This design comes from an exercise in tuning for small area on the open sky130 flow, not from production work. RTL that was checked went through simulation tests only; none was proved equivalent to the original. The RTL of runs 2 and 3 was laid out without a check of its function. Power is estimated from default activity; no workload was simulated.

## design/flow/run.sh

```bash
#!/bin/bash
# synth_recipe.tcl (not shown) runs the flow's synth.tcl, then flattens the netlist and writes it again
# the make line also repeats each setting of config.mk as NAME=value (left out here)
make -C /OpenROAD-flow-scripts/flow DESIGN_CONFIG=/design/flow/config.mk WORK_HOME=/design/flow/orfs CLKGATE_MAP_FILE= SYNTH_SCRIPT=/design/flow/synth_recipe.tcl finish
```

## design/flow/config.mk

```make
export PLATFORM = sky130hd
export DESIGN_NAME = I2CDevice
export DESIGN_NICKNAME = I2CDevice
export VERILOG_FILES = /design/flow/design.v
export SDC_FILE = /design/flow/constraint.sdc
export NUM_CORES = 4
export LEC_CHECK = 0
export CAP_MARGIN = 20
export CORE_MARGIN = 2
export CORE_UTILIZATION = 40
export SLEW_MARGIN = 20
```

## design/flow/constraint.sdc

```tcl
create_clock -name core_clock -period 5.0 [get_ports {i_clk}]
set_input_delay 1.0000 -clock core_clock [delete_from_list [all_inputs] [get_ports {i_clk}]]
set_output_delay 1.0000 -clock core_clock [all_outputs]
set_load 0.01 [all_outputs]
```

## design/flow/design.v

```verilog
module DebounceFilter(
	input i_clk,
	input i_rst,
	input i_bouncy,
	output o_debounced);
	localparam [22:0] START = 23'h28211b;
	localparam [22:0] TERM  = 23'h43ebf1;
	localparam [22:0] MASK  = 23'h7ffff0;
	reg [22:0] r_count;
	reg r_state;
	wire w_term = ((r_count ^ TERM) & MASK) == 23'd0;
	wire w_clr = i_rst | (i_bouncy == r_state) | w_term;
	wire [22:0] w_next = {~r_count[21:0], r_count[22] ~^ r_count[17]};
	always @(posedge i_clk)
	begin
		r_count <= w_clr ? START : w_next;
		if (i_rst)
			r_state <= 1'b0;
		else if (w_term)
			r_state <= i_bouncy;
	end
	assign o_debounced = r_state;
endmodule
module StateMachineI2C(
	input i_clk,
	input i_rst,
	input [3:0] i_data,
	input i_scl,
	input i_sda,
	output o_sda_oe,
	output o_sda_out,
	output [2:0] o_state);
	localparam IDLE = 3'd0;
	localparam SHIFT_ADDR = 3'd1;
	localparam ADDR_ACK = 3'd2;
	localparam DATA_RX = 3'd3;
	localparam RX_ACK = 3'd4;
	localparam DATA_TX = 3'd5;
	localparam TX_ACK = 3'd6;
	reg [2:0] r_state;
	reg [1:0] r_sda_sync, r_scl_sync;
	reg r_drive_en;
	reg r_sda_out;
	reg [3:0] r_count;
	wire w_sda_fall = r_sda_sync[1] && !r_sda_sync[0] && r_scl_sync[1];
	wire w_sda_rise = !r_sda_sync[1] && r_sda_sync[0] && r_scl_sync[1];
	wire w_scl_rise = !r_scl_sync[1] && r_scl_sync[0];
	wire w_scl_fall = r_scl_sync[1] && !r_scl_sync[0];
	wire w_addr_bit = !r_count[0] && !r_count[2];
	always @(posedge i_clk)
	begin
		if (i_rst)
		begin
			r_state <= IDLE;
			r_drive_en <= 1'b0;
		end
		else if (w_sda_fall)
		begin
			r_state <= SHIFT_ADDR;
			r_drive_en <= 1'b0;
			r_count <= 4'd0;
			r_sda_out <= 1'b1;
		end
		else if (w_sda_rise)
			r_state <= IDLE;
		else
		begin
			case (r_state)
			IDLE:
				r_drive_en <= 1'b0;
			SHIFT_ADDR:
			begin
				if (!r_count[3])
				begin
					if (w_scl_rise)
					begin
						r_count <= (r_count + 4'd1) | {3'b000, r_count[0] & r_count[1] & r_count[2] & r_sda_sync[1]};
						if (!(r_count[0] & r_count[1] & r_count[2]))
							r_sda_out <= r_sda_out & (r_sda_sync[1] == w_addr_bit);
					end
				end
				else
				begin
					r_state <= ADDR_ACK;
					r_count <= {3'b000, r_count[0]};
				end
			end
			ADDR_ACK:
			begin
				if (w_scl_fall)
				begin
					if (!r_drive_en)
					begin
						if (r_sda_out)
						begin
							r_drive_en <= 1'b1;
							r_sda_out <= 1'b0;
						end
						else
							r_state <= IDLE;
					end
					else if (r_count[0])
						r_state <= DATA_TX;
					else
					begin
						r_state <= DATA_RX;
						r_drive_en <= 1'b0;
					end
				end
			end
			DATA_RX:
			begin
				if (!r_count[3])
				begin
					if (w_scl_rise)
						r_count <= r_count + 4'd1;
				end
				else
				begin
					r_state <= RX_ACK;
					r_count <= 4'd0;
				end
			end
			RX_ACK:
			begin
				if (w_scl_fall)
				begin
					if (!r_drive_en)
					begin
						r_drive_en <= 1'b1;
						r_sda_out <= 1'b0;
					end
					else
					begin
						r_drive_en <= 1'b0;
						r_state <= DATA_RX;
					end
				end
			end
			DATA_TX:
			begin
				if (w_scl_fall)
				begin
					if (!r_count[3])
					begin
						r_sda_out <= r_count[2] & i_data[~r_count[1:0]];
						r_count <= r_count + 4'd1;
					end
					else
					begin
						r_count <= 4'd0;
						r_drive_en <= 1'b0;
						r_state <= TX_ACK;
					end
				end
			end
			TX_ACK:
			begin
				if (w_scl_rise)
				begin
					if (!r_sda_sync[0])
					begin
						r_state <= DATA_TX;
						r_count <= 4'd1;
					end
					else
						r_state <= IDLE;
				end
			end
			default:
				r_state <= IDLE;
			endcase
		end
	end
	always @(posedge i_clk)
	begin
		r_sda_sync[0] <= i_sda;
		r_scl_sync[0] <= i_scl;
		r_sda_sync[1] <= r_sda_sync[0];
		r_scl_sync[1] <= r_scl_sync[0];
	end
	assign o_sda_oe = r_drive_en;
	assign o_sda_out = r_sda_out;
	assign o_state = r_state;
endmodule
module I2CDevice(
	input i_clk,
	input i_rst,
	input [3:0] i_sw,
	input i_scl,
	input i_sda,
	output o_sda_oe,
	output o_sda_out,
	output [7:0] o_led);
	wire [3:0] w_sw;
	wire [2:0] w_state;
	StateMachineI2C state_inst(
		.i_clk(i_clk),
		.i_rst(i_rst),
		.i_data(w_sw),
		.i_scl(i_scl),
		.i_sda(i_sda),
		.o_sda_oe(o_sda_oe),
		.o_sda_out(o_sda_out),
		.o_state(w_state));
	DebounceFilter debounce_sw0(.i_clk(i_clk), .i_rst(i_rst), .i_bouncy(i_sw[0]), .o_debounced(w_sw[0]));
	DebounceFilter debounce_sw1(.i_clk(i_clk), .i_rst(i_rst), .i_bouncy(i_sw[1]), .o_debounced(w_sw[1]));
	DebounceFilter debounce_sw2(.i_clk(i_clk), .i_rst(i_rst), .i_bouncy(i_sw[2]), .o_debounced(w_sw[2]));
	DebounceFilter debounce_sw3(.i_clk(i_clk), .i_rst(i_rst), .i_bouncy(i_sw[3]), .o_debounced(w_sw[3]));
	assign o_led = {5'b00000, w_state};
endmodule
```

==> results of run 1 <==
## worst min path at each step
stage | cells past startpoint | endpoint
floorplan | 1 | debounce_sw0.r_count[1]
finish | 1 | debounce_sw3.r_count[4]
CTS | 1 | debounce_sw3.r_count[4]
global placement | 1 | debounce_sw3.r_count[3]
detailed placement | 1 | debounce_sw0.r_count[3]
global route | 1 | debounce_sw2.r_count[1]
## worst reg2reg max path: stages (launching register included)
cell      delay [ns]
dfxtp_1         0.73
nand2_2         0.20
or4_1           0.46
a21oi_2         0.19
a21boi_1        0.26
## kinds of logic after synthesis
| logic type | share of synthesized area |
|---|---|
| AND/OR/NAND/NOR | 0.235 |
| AO/OA/AOI/OAI | 0.0841 |
| buffers and inverters | 0.0320 |
| other | 0.00100 |
| XOR/XNOR | 0.0210 |
| flip-flops | 0.595 |
| adder cells (fa/ha/maj) | 0.0127 |
| multiplexers | 0.0193 |
## sequential cells by signal (all words and copies together), names as in the netlist, 2 cells and up
signal and cells:
debounce_sw1.r_count 23, state_inst.r_scl_sync 2, state_inst.r_count 4, debounce_sw3.r_count 23, debounce_sw2.r_count 23, state_inst.r_state 3
state_inst.r_sda_sync 2, debounce_sw0.r_count 23
## cell usage in the layout (no fill, tap or decap), drive strengths merged, types with 3 or more instances in the layout
cell type	synthesis	final
o21ai	8	8
ha	3	3
a31oi	5	5
nand2b	12	12
and2	4	4
conb	1	5
a21oi	13	13
nand2	48	48
dfxtp	104	104
clkdlybuf4s50	0	12
a21boi	3	3
nand4	10	10
nand4b	4	4
clkbuf	9	10
nor2b	7	7
nor2	75	75
nor3	9	9
mux2i	5	5
inv	6	9
nand3	6	6
xor2	9	9
a211oi	3	3
edfxtp	5	5
## report_power, final
part | switching (mW) | leakage, nW | internal (mW)
clock | 0.298 | 0.0914 | 0.203
sequential | 0.0220 | 0.900 | 0.905
combinational | 0.0366 | 0.600 | 0.0262
total | 0.357 | 1.59 | 1.13
## metrics by stage
stage          hold WS [ns]   util  cell area, µm²  total power, mW  cells
2_1_floorplan         0.343      -            3770            0.989    390
3_3_place_gp          0.345  0.429            3930             1.01    495
3_5_place_dp          0.352  0.429            3930             1.01    495
4_1_cts               0.375  0.450            4120             1.51    511
5_1_grt               0.393  0.450            4120             1.56    511
6_report              0.371  0.450            4120             1.49    511
## cell type report
| cell class | instances | area share |
|---|---|---|
| tap | 111 | 0.0337 |
| multi-input combinational | 257 | 0.343 |
| timing repair buffer | 12 | 0.0292 |
| sequential | 109 | 0.542 |
| inverter | 6 | 0.00547 |
| clock inverter | 6 | 0.0128 |
| clock buffer | 10 | 0.0334 |
## layer usage
metal | vias to the layer above | share of wire
li1 | 1314 | -
met1 | 1189 | 0.50
met2 | 33 | 0.45
met3 | 8 | 0.035
met4 | 0 | 0.017
met5 | - | 0
==> results.json, run 1 <==
{
  "gr-max-usage-layer": "met2",
  "gr-usage-all-layers": 0.142,
  "drc_errors": 0,
  "clockRootBuffer": "clkbuf_8",
  "first_pass_iters": 4,
  "setup_slack_ns": 2.21,
  "drv_slew": 0,
  "yosys-top-cells-count": "dfxtp_1, nor2_1, nand2_1, a21oi_1",
  "seq_area_um2": 2230,
  "hold_viol": 0,
  "gp_congestion": 0.829,
  "syn_inst": 386,
  "fp.dieW_um": 101,
  "synth_most_common_cell": "dfxtp_1",
  "setup_viol": 0,
  "fin_worst_skew_ns": 0.00878,
  "syn_to_final_growth_pct": 9.77,
  "ir_drop_uv": 151,
  "synth_edf_count": 5,
  "syn_avg_cell_area_um2": 9.72,
  "cts_setup_buffers": 0,
  "cts.repair.resized": 0,
  "outcome": "no timing/DRC/antenna violations",
  "place_hpwl_um": 4620,
  "insertion_delay_ns": 0.36,
  "critPathMaxStageDelay_ns": 0.76,
  "hp-class": "flop to flop",
  "die_h_um": 101,
  "num_rows": 35,
  "cp-end-kind": "output pin",
  "yosysSeqAreaShare": 0.595,
  "crit_cells": 1,
  "cp-endpoint": "o_led[0]",
  "nets": 406,
  "io_pins": 18,
  "cp.arrival_ns": 1.79,
  "multi_input_area_um2": 1410,
  "finalCritPeriodShare": 0.558,
  "p_leak_nw": 1.59,
  "design.core.area_um2": 9150,
  "max_slew_margin": 0.558,
  "yosysWarnings": 2,
  "path_clk_slew_ns": 0.10,
  "num-fill-cells": 898,
  "cts-buffers-inserted": 9,
  "htreeDepth": 3,
  "setup_tns_ns": 0,
  "crit_required_ns": 4.00,
  "r2r-start": "state_inst.r_state[1]",
  "use_met1": 0.189,
  "dp_slack_ns": 2.05,
  "reg2reg_setup_slack_ns": 2.86,
  "ys_seq_elements": 109,
  "r2r.worst_path.cells": 4,
  "syn_area_um2": 3750,
  "dominantRegCellSynth": "dfxtp_1",
  "vias": 2544,
  "antennaDiodeCount": 0,
  "grt_overflow": 0,
  "numPortBuffers": 12,
  "max_slew.worst_pin.slew_ns": 0.663,
  "layout-drive-gt1-share": 0.0600,
  "synthArstFlopShare": 0,
  "cts_tree": "done",
  "fmax_mhz": 359,
  "path_cells": "clkdlybuf4s50_1",
  "p_per_area_nw_per_um2": 362,
  "grt_use_met2": 0.222,
  "wl_um": 6460,
  "clockBufferDepth": 2,
  "synthDistinctLibCells": 54,
  "critical_path_class": "flop to output pin",
  "ant_nets": 0,
  "grt_pass1_wl_um": 11500,
  "wl_per_cell_um": 12.6,
  "drv_cap": 0,
  "drtIter0Drc": 91,
  "worstSetupStartpoint": "state_inst.r_state[0]",
  "die-area_um2": 10200,
  "cts.sink_count": 109,
  "cts_hold_buf": 0,
  "via_per_inst": 4.98,
  "first_global_vias": 2502,
  "min_from": "debounce_sw3.r_count[3]",
  "yosysTopAreaCell": "dfxtp_1",
  "critical-path-top-delay-family": "flip-flops",
  "synthTopCellsByArea": "dfxtp_1, nor2_1, nand2_1",
  "path_buf_inv": 1,
  "crit_slowest_cell": "dfxtp_1",
  "r2r_end": "state_inst.r_count[2]",
  "rsz0062_at_grt": "false",
  "yosys.area.top_type_share": 0.555,
  "grt_start_max_net_pins": 22,
  "antenna_found_initial": 0,
  "min_period_ns": 2.79,
  "globalRouteMet3Util": 0.0381,
  "critPathMaxFanout": 21,
  "startpoint_type": "flop",
  "initial_utilization": 0.410
}
==> inputs of run 2 (changes only) <==
--- a/design/flow/design.v
+++ b/design/flow/design.v
@@ -48,3 +48,35 @@
 	wire w_scl_fall = r_scl_sync[1] && !r_scl_sync[0];
+	wire w_shift = r_state == SHIFT_ADDR;
+	wire w_rx = r_state == DATA_RX;
+	wire w_tx = r_state == DATA_TX;
+	wire w_txack = r_state == TX_ACK;
+	wire w_last = r_count[2:0] == 3'd7;
 	wire w_addr_bit = !r_count[0] && !r_count[2];
+	wire w_inc = !r_count[3] && (((w_shift || w_rx) && w_scl_rise) || (w_tx && w_scl_fall)
+		|| (w_txack && w_scl_rise && !r_sda_sync[0]));
+	wire w_wrap = r_count[3] && (w_shift || w_rx || (w_tx && w_scl_fall));
+	always @(posedge i_clk)
+	begin
+		if (w_sda_fall)
+			r_count <= 4'd0;
+		else if (w_inc)
+			r_count <= (r_count + 4'd1) | {3'b000, w_shift && w_last && r_sda_sync[1]};
+		else if (w_wrap)
+			r_count <= {3'b000, r_count[0]};
+	end
+	always @(posedge i_clk)
+	begin
+		if (w_sda_fall)
+			r_sda_out <= 1'b1;
+		else if (!w_sda_rise)
+		begin
+			if (w_shift)
+			begin
+				if (w_scl_rise && !r_count[3] && !w_last)
+					r_sda_out <= r_sda_out & (r_sda_sync[1] == w_addr_bit);
+			end
+			else if (w_scl_fall)
+				r_sda_out <= w_tx & r_count[2] & i_data[~r_count[1:0]];
+		end
+	end
 	always @(posedge i_clk)
@@ -60,4 +92,2 @@
 			r_drive_en <= 1'b0;
-			r_count <= 4'd0;
-			r_sda_out <= 1'b1;
 		end
@@ -71,20 +101,5 @@
 			SHIFT_ADDR:
-			begin
-				if (!r_count[3])
-				begin
-					if (w_scl_rise)
-					begin
-						r_count <= (r_count + 4'd1) | {3'b000, r_count[0] & r_count[1] & r_count[2] & r_sda_sync[1]};
-						if (!(r_count[0] & r_count[1] & r_count[2]))
-							r_sda_out <= r_sda_out & (r_sda_sync[1] == w_addr_bit);
-					end
-				end
-				else
-				begin
+				if (r_count[3])
 					r_state <= ADDR_ACK;
-					r_count <= {3'b000, r_count[0]};
-				end
-			end
 			ADDR_ACK:
-			begin
 				if (w_scl_fall)
@@ -93,40 +108,5 @@
 					begin
-						if (r_sda_out)
-						begin
-							r_drive_en <= 1'b1;
-							r_sda_out <= 1'b0;
-						end
-						else
+						r_drive_en <= r_sda_out;
+						if (!r_sda_out)
 							r_state <= IDLE;
-					end
-					else if (r_count[0])
-						r_state <= DATA_TX;
-					else
-					begin
-						r_state <= DATA_RX;
-						r_drive_en <= 1'b0;
-					end
-				end
-			end
-			DATA_RX:
-			begin
-				if (!r_count[3])
-				begin
-					if (w_scl_rise)
-						r_count <= r_count + 4'd1;
-				end
-				else
-				begin
-					r_state <= RX_ACK;
-					r_count <= 4'd0;
-				end
-			end
-			RX_ACK:
-			begin
-				if (w_scl_fall)
-				begin
-					if (!r_drive_en)
-					begin
-						r_drive_en <= 1'b1;
-						r_sda_out <= 1'b0;
 					end
@@ -134,37 +114,25 @@
 					begin
-						r_drive_en <= 1'b0;
-						r_state <= DATA_RX;
+						r_drive_en <= r_count[0];
+						r_state <= r_count[0] ? DATA_TX : DATA_RX;
 					end
 				end
-			end
-			DATA_TX:
-			begin
+			DATA_RX:
+				if (r_count[3])
+					r_state <= RX_ACK;
+			RX_ACK:
 				if (w_scl_fall)
 				begin
-					if (!r_count[3])
-					begin
-						r_sda_out <= r_count[2] & i_data[~r_count[1:0]];
-						r_count <= r_count + 4'd1;
-					end
-					else
-					begin
-						r_count <= 4'd0;
-						r_drive_en <= 1'b0;
-						r_state <= TX_ACK;
-					end
+					r_drive_en <= !r_drive_en;
+					if (r_drive_en)
+						r_state <= DATA_RX;
 				end
-			end
+			DATA_TX:
+				if (w_scl_fall && r_count[3])
+				begin
+					r_drive_en <= 1'b0;
+					r_state <= TX_ACK;
+				end
 			TX_ACK:
-			begin
 				if (w_scl_rise)
-				begin
-					if (!r_sda_sync[0])
-					begin
-						r_state <= DATA_TX;
-						r_count <= 4'd1;
-					end
-					else
-						r_state <= IDLE;
-				end
-			end
+					r_state <= r_sda_sync[0] ? IDLE : DATA_TX;
 			default:
--- a/design/flow/config.mk
+++ b/design/flow/config.mk
@@ -7,2 +7,3 @@
 export LEC_CHECK = 0
+export ABC_AREA = 1
 export CAP_MARGIN = 20
==> run 2 against run 1 <==
Net effect:
- sequential share of layout area down 0.36 points
- combinational power increased to 3.2 times the previous value
- non-clock buffer count unchanged
- sequential power up 3.9%
- core utilization up 1.0 points
- largest power group unchanged
- global-route usage decreased by 0.64 points
- still clean
- clock power up 9.8%
- count of clock-buffer cells in the layout is 1 higher
- register-to-register slack better by 0.64 ns
- final area is 1.6% lower
==> results.json, run 2 <==
{
  "final_cell_mix": "dfxtp_1, nor2_1, nand2_1, nand3_1, inv_1",
  "vias": 2635,
  "die_h_um": 99.8,
  "synth_most_common_cell": "dfxtp_1",
  "num_rows": 34,
  "cp-end-kind": "output pin",
  "syn_inst": 429,
  "ant_nets": 0,
  "setup_viol": 0,
  "fin_worst_skew_ns": 0.0126,
  "cts_tree": "done",
  "yosysSeqAreaShare": 0.594,
  "layout-drive-gt1-share": 0.0668,
  "reg2reg_setup_slack_ns": 3.50,
  "cts_hold_buf": 0,
  "synthDistinctLibCells": 27,
  "cts.repair.resized": 0,
  "die-area_um2": 9960,
  "drtIter0Drc": 55,
  "gr-usage-all-layers": 0.136,
  "nets": 454,
  "fp.dieW_um": 99.8,
  "path_cells": "clkdlybuf4s50_1",
  "yosysTopAreaCell": "dfxtp_1",
  "cp.arrival_ns": 1.57,
  "grt_overflow": 0,
  "r2r_end": "debounce_sw2.r_count[8]",
  "wl_um": 6190,
  "synth_edf_count": 0,
  "crit_required_ns": 4.00,
  "yosys.area.top_type_share": 0.594,
  "p_leak_nw": 1.71,
  "crit_slowest_cell": "clkdlybuf4s50_1",
  "initial_utilization": 0.417,
  "htreeDepth": 3,
  "syn_to_final_growth_pct": 10.4,
  "min_from": "debounce_sw1.r_count[0]",
  "path_clk_slew_ns": 0.10,
  "critPathMaxFanout": 10,
  "fmax_mhz": 389,
  "cts-buffers-inserted": 9,
  "ir_drop_uv": 150,
  "clockBufferDepth": 2,
  "place_area_um2": 3840,
  "critPathMaxStageDelay_ns": 0.62,
  "hp-class": "flop to flop",
  "synthTopCellsByArea": "dfxtp_1, nor2_1, nand2_1",
  "drv_slew": 0,
  "ys_seq_elements": 109,
  "layout_commonest_cell": "dfxtp_1",
  "first_pass_iters": 4,
  "insertion_delay_ns": 0.37,
  "p_per_area_nw_per_um2": 423,
  "max_slew.worst_pin.slew_ns": 0.528,
  "setup_tns_ns": 0,
  "wl_per_cell_um": 11.1,
  "yosysWarnings": 2,
  "max_slew_margin": 0.647,
  "critical-path-top-delay-family": "buffers and inverters",
  "io_pins": 18,
  "yosys-top-cells-count": "dfxtp_1, nor2_1, nand2_1, nand3_1, inv_1",
  "path_buf_inv": 1,
  "outcome": "no timing/DRC/antenna violations",
  "cts.sink_count": 109,
  "r2r-start": "debounce_sw2.r_count[21]",
  "numPortBuffers": 12,
  "r2r.worst_path.cells": 7,
  "cts_setup_buffers": 0,
  "critical_path_class": "flop to output pin",
  "startpoint_type": "flop",
  "syn_avg_cell_area_um2": 8.56,
  "finalCritPeriodShare": 0.514,
  "grt_start_max_net_pins": 19,
  "min_period_ns": 2.57,
  "via_per_inst": 4.73,
  "synthArstFlopShare": 0,
  "hold_depth": 1,
  "dominantRegCellSynth": "dfxtp_1",
  "gp_congestion": 0.877,
  "clockRootBuffer": "clkbuf_8",
  "grt_pass1_wl_um": 10800,
  "hold_viol": 0,
  "place_hpwl_um": 4400,
  "design.core.area_um2": 8810,
  "fin_area_um2": 4050,
  "antennaDiodeCount": 0,
  "hold_end": "debounce_sw1.r_count[1]",
  "drv_cap": 0,
  "antenna_found_initial": 0,
  "drc_errors": 0,
  "rsz0062_at_grt": "false",
  "syn_area_um2": 3670,
  "first_global_vias": 2517
}
run 2: changes by cell type in the layout (fill, tap and decap cells not counted), sizes merged, moves of 5 or more:
cell    delta
nand2     +39
nand3     +26
nor2      +23
inv       +21
nand2b    -12
nor2b      -7
dfxtp      +5
edfxtp     -5
mux2i      -5
run 2: cell type report:
class | count | area, µm²
Timing Repair Buffer | 12 | 120
Tap cell | 108 | 135
Multi-Input combinational cell | 284 | 1300
Clock buffer | 11 | 141
Inverter | 28 | 105
Fill cell | 854 | 4750
Clock inverter | 5 | 67.6
Sequential cell | 109 | 2180
run 2: power by group:
| part | switching (mW) | internal (mW) |
|---|---|---|
| Clock | 0.297 | 0.253 |
| Sequential | 0.0482 | 0.915 |
| Combinational | 0.120 | 0.0808 |
| Total | 0.466 | 1.25 |
run 2: worst max-delay path by stage:
stage                          start                  endpoint  slack [ns]  depth (start not counted)
2_1_floorplan                  i_rst  debounce_sw0.r_count[18]        3.16                          7
3_3_place_gp                   i_rst  debounce_sw0.r_count[13]        2.33                          7
3_5_place_dp                   i_rst  debounce_sw0.r_count[19]        2.27                          7
4_1_cts        state_inst.r_state[1]                  o_led[1]        2.42                          1
5_1_grt        state_inst.r_state[1]                  o_led[1]        2.37                          1
6_report       state_inst.r_state[1]                  o_led[1]        2.43                          1
run 2: logic make-up (layout without fill, tap and decap cells):
| logic type | count (synthesis) | count (layout) | share of synthesized area |
|---|---|---|---|
| and+or+nand+nor | 247 | 247 | 0.294 |
| DFF | 109 | 109 | 0.594 |
| buffers and inverters | 40 | 56 | 0.0555 |
| AOI/OAI and AO/OA | 25 | 25 | 0.0361 |
| xor gates and xnor gates | 5 | 5 | 0.0119 |
| adders and majority gates | 2 | 2 | 0.00681 |
| other | 1 | 5 | 0.00102 |
run 2: metrics by stage:
step	instances	utilization	setup WS [ns]	hold slack, ns	total power [mW]
floorplan	433	-	3.16	0.351	1.12
global placement	541	0.436	2.33	0.355	1.18
detailed placement	541	0.436	2.27	0.356	1.18
CTS	557	0.460	2.42	0.380	1.73
global route	557	0.460	2.37	0.395	1.80
finish	557	0.460	2.43	0.378	1.71
run 2: layer usage:
layer	track usage	up-vias	share of wire
met5	0	-	0
met2	0.221	36	0.45
met4	0.0622	0	0.020
met1	0.169	1189	0.50
met3	0.0376	9	0.034
li1	-	1401	-
run 2: worst register-to-register path, delay by kind of cell, from the launching register on:
family,cells,cell delay [ns]
buf+inv,1,0.15
simple gates,6,0.96
flops,1,0.33
==> inputs of run 3 (changes only) <==
==> design/flow/flow/run.sh (new file) <==
#!/bin/bash
# Standard ORFS layout (the standard.sh, standard synthesis unchanged) with
# area-oriented knobs: minimum-size port buffers, no CTS dummy loads, and
# power (area) recovery after global routing.
set -euo pipefail
export BUFFER_PORTS_ARGS="-buffer_cell sky130_fd_sc_hd__buf_1"
export CTS_ARGS="-sink_clustering_enable -repair_clock_nets -dont_use_dummy_load -buf_list {sky130_fd_sc_hd__clkbuf_4 sky130_fd_sc_hd__clkbuf_8}"
export RECOVER_POWER=100
bash standard.sh > standard_flow.log 2>&1
==> design/flow/standard.sh (new file) <==
#!/bin/bash
# synth_recipe.tcl (not shown) runs the flow's synth.tcl, then flattens the netlist and writes it again
# the make line also repeats each setting of config.mk as NAME=value (left out here)
make -C /OpenROAD-flow-scripts/flow DESIGN_CONFIG=/design/flow/config.mk WORK_HOME=/design/flow/orfs CLKGATE_MAP_FILE= SYNTH_SCRIPT=/design/flow/synth_recipe.tcl "${@:-finish}"
--- a/design/flow/config.mk
+++ b/design/flow/config.mk
@@ -10,3 +10,4 @@
 export CORE_MARGIN = 2
-export CORE_UTILIZATION = 40
+export CORE_UTILIZATION = 60
+export CTS_BUF_LIST = sky130_fd_sc_hd__clkbuf_4 sky130_fd_sc_hd__clkbuf_8
 export SLEW_MARGIN = 20
removed: design/flow/run.sh
==> run 3 against run 2 <==
Net effect:
- clock power fell by 26%
- register-to-register slack got worse by 0.30 ns
- worst hold slack got worse by 0.014 ns
- maximum frequency rose by 3.9%
- count of clock-buffer cells in the layout fell by 2
- core utilization rose by 19 points
- final area fell by 5.6%
- still clean
- cell count fell by 7.2%
- combinational power fell by 11%
- first-iteration DRC count rose by 65%
- via count fell by 0.87%
==> results.json, run 3 <==
{
  "outcome": "no timing/DRC/antenna violations",
  "finalCritPeriodShare": 0.495,
  "syn_inst": 429,
  "cts_tree": "done",
  "worstSetupStartpoint": "i_rst",
  "layout_commonest_cell": "dfxtp_1",
  "setup_tns_ns": 0,
  "first_pass_iters": 4,
  "synth_most_common_cell": "dfxtp_1",
  "p_per_area_nw_per_um2": 405,
  "via_per_inst": 5.05,
  "cts_hold_buf": 0,
  "die-area_um2": 6760,
  "gr-usage-all-layers": 0.196,
  "vias": 2612,
  "p_leak_nw": 1.64,
  "reg2reg_setup_slack_ns": 3.20,
  "syn_to_final_growth_pct": 4.16,
  "r2r_end": "debounce_sw3.r_count[9]",
  "yosysSeqAreaShare": 0.594,
  "final_cell_mix": "dfxtp_1, nor2_1, nand2_1, nand3_1, inv_1",
  "nets": 454,
  "synthTopCellsByArea": "dfxtp_1, nor2_1, nand2_1",
  "max_slew_margin": 0.532,
  "grt_start_max_net_pins": 22,
  "yosys-top-cells-count": "dfxtp_1, nor2_1, nand2_1, nand3_1, inv_1",
  "design.core.area_um2": 5920,
  "fp.dieW_um": 82.2,
  "hold_viol": 0,
  "insertion_delay_ns": 0.36,
  "rsz0062_at_grt": "false",
  "num_rows": 28,
  "grt_pass1_wl_um": 10200,
  "min_period_ns": 2.47,
  "cts.repair.resized": 0,
  "die_h_um": 82.2,
  "drv_cap": 0,
  "htreeDepth": 3,
  "critPathMaxFanout": 15,
  "cp.arrival_ns": 2.74,
  "yosys.area.top_type_share": 0.594,
  "p_total_mw": 1.55,
  "grt_overflow": 0,
  "r2r-start": "debounce_sw3.r_state",
  "synthDistinctLibCells": 27,
  "r2r.worst_path.cells": 4,
  "wl_um": 6010,
  "critical_path_class": "primary input to flop",
  "startpoint_type": "primary input",
  "max_slew.worst_pin.slew_ns": 0.702,
  "ant_nets": 0,
  "clockRootBuffer": "clkbuf_8",
  "numPortBuffers": 12,
  "syn_avg_cell_area_um2": 8.56,
  "fmax_mhz": 404,
  "gp_congestion": 0.767,
  "cp-end-kind": "flop",
  "seq_area_um2": 2180,
  "multi_input_area_um2": 1270,
  "first_global_vias": 2337,
  "initial_utilization": 0.620,
  "cts.sink_count": 109,
  "cts-buffers-inserted": 9,
  "io_pins": 18,
  "path_clk_slew_ns": 0.11,
  "yosysTopAreaCell": "dfxtp_1",
  "drtIter0Drc": 91,
  "layout-drive-gt1-share": 0.0317,
  "drc_errors": 0,
  "antenna_found_initial": 0,
  "fin_util": 0.646,
  "yosysWarnings": 2,
  "wl_per_cell_um": 11.6,
  "cts_setup_buffers": 0,
  "num-fill-cells": 508,
  "setup_viol": 0,
  "synthArstFlopShare": 0,
  "fin_worst_skew_ns": 0.0367,
  "timing.hold.ws_ns": 0.364,
  "drv_slew": 0,
  "ys_seq_elements": 109,
  "fin_area_um2": 3820,
  "dominantRegCellSynth": "dfxtp_1",
  "place_hpwl_um": 4210,
  "ir_drop_uv": 285,
  "synth_edf_count": 0,
  "clockBufferDepth": 2,
  "hp-class": "flop to flop",
  "syn_area_um2": 3670,
  "crit_required_ns": 5.26,
  "place_area_um2": 3730,
  "cp-endpoint": "debounce_sw3.r_count[9]",
  "antennaDiodeCount": 0
}
run 3: cell types whose count changed in the layout (fill, tap and decap cells not counted), moves of 3 or more:
cell             previous run  this run
buf_1                       0        12
inv_2                       4         1
inv_1                      24        27
nand2_1                    82        87
clkdlybuf4s50_1            12         0
nand2_2                     4         0
run 3: worst min-delay path by stage:
stage,start,endpoint,slack (ns),depth (start not counted)
4_1_cts,debounce_sw0.r_count[1],debounce_sw0.r_count[2],0.36,1
3_3_place_gp,debounce_sw2.r_count[0],debounce_sw2.r_count[1],0.35,1
6_report,debounce_sw0.r_count[1],debounce_sw0.r_count[2],0.36,1
2_1_floorplan,debounce_sw1.r_count[0],debounce_sw1.r_count[1],0.35,1
5_1_grt,debounce_sw0.r_count[1],debounce_sw0.r_count[2],0.37,1
3_5_place_dp,debounce_sw1.r_count[2],debounce_sw1.r_count[3],0.36,1
run 3: logic make-up after synthesis:
kind of cell    Yosys count  synth area share
compound gates           25            0.0361
xor+xnor                  5            0.0119
fa+ha+maj                 2           0.00681
buf+inv                  40            0.0555
flops                   109             0.594
other cells               1           0.00102
simple gates            247             0.294
run 3: layer usage:
metal  GRT usage  wire length, µm  up-vias
met5           0                0        -
met4      0.0750               99        0
met3      0.0543              240       10
met2       0.310             2670       48
met1       0.256             3000     1169
li1            -                -     1385
run 3: final cells by class:
| class | count | area share |
|---|---|---|
| inverter | 28 | 0.0275 |
| sequential | 109 | 0.570 |
| clock buffer | 9 | 0.0324 |
| timing repair buffer | 12 | 0.0118 |
| multi-input combinational | 284 | 0.333 |
| tap | 75 | 0.0245 |
run 3: through the flow:
step                instances  worst slack [ns]
CTS                       517              2.87
floorplan                 433              3.16
detailed placement        508              2.62
finish                    517              2.53
global route              517              2.26
global placement          508              2.71
run 3: critical path, stage by stage:
cell	delay, ns
buf_1	0.08
inv_1	0.26
o21ai_0	0.15
a21oi_1	0.57
nand2_1	0.48
nor2_1	0.20
run 3: where the power goes:
group	internal, mW	total (mW)	leakage (nW)	switching [mW]
clock	0.162	0.408	0.0647	0.246
sequential	0.915	0.962	0.895	0.0472
combinational	0.0622	0.178	0.676	0.116

[static timing again, ports no longer ideal]
In the flow no input, the clock included, has a driving cell. The finished layouts below were timed again as built, in two steps. Step 1 (the two cells are an assumption about what drives the block):
set clk [get_ports {i_clk}]
set_driving_cell -lib_cell sky130_fd_sc_hd__clkbuf_16 $clk
set_driving_cell -lib_cell sky130_fd_sc_hd__buf_2 [delete_from_list [all_inputs] $clk]
Step 2 also shifts input and output timing later by t, the mid clock arrival at the registers, as if the neighbouring blocks saw the same clock. Three values: no drivers, after step 1, after step 2; two values: the first two.
run | t, ns | slack for setup (ns) | worst setup path after step 2
run 1 | 0.388 | 2.212 / 2.181 / 2.081 | input to register
run 2 | 0.396 | 2.428 / 2.394 / 2.271 | input to register
run 3 | 0.373 | 2.526 / 2.534 / 2.160 | input to register
After both steps every run listed still meets setup and hold. For run 3, which loses most, drivers alone change the setup slack by +0.008 ns; drivers and shift together by -0.366 ns.
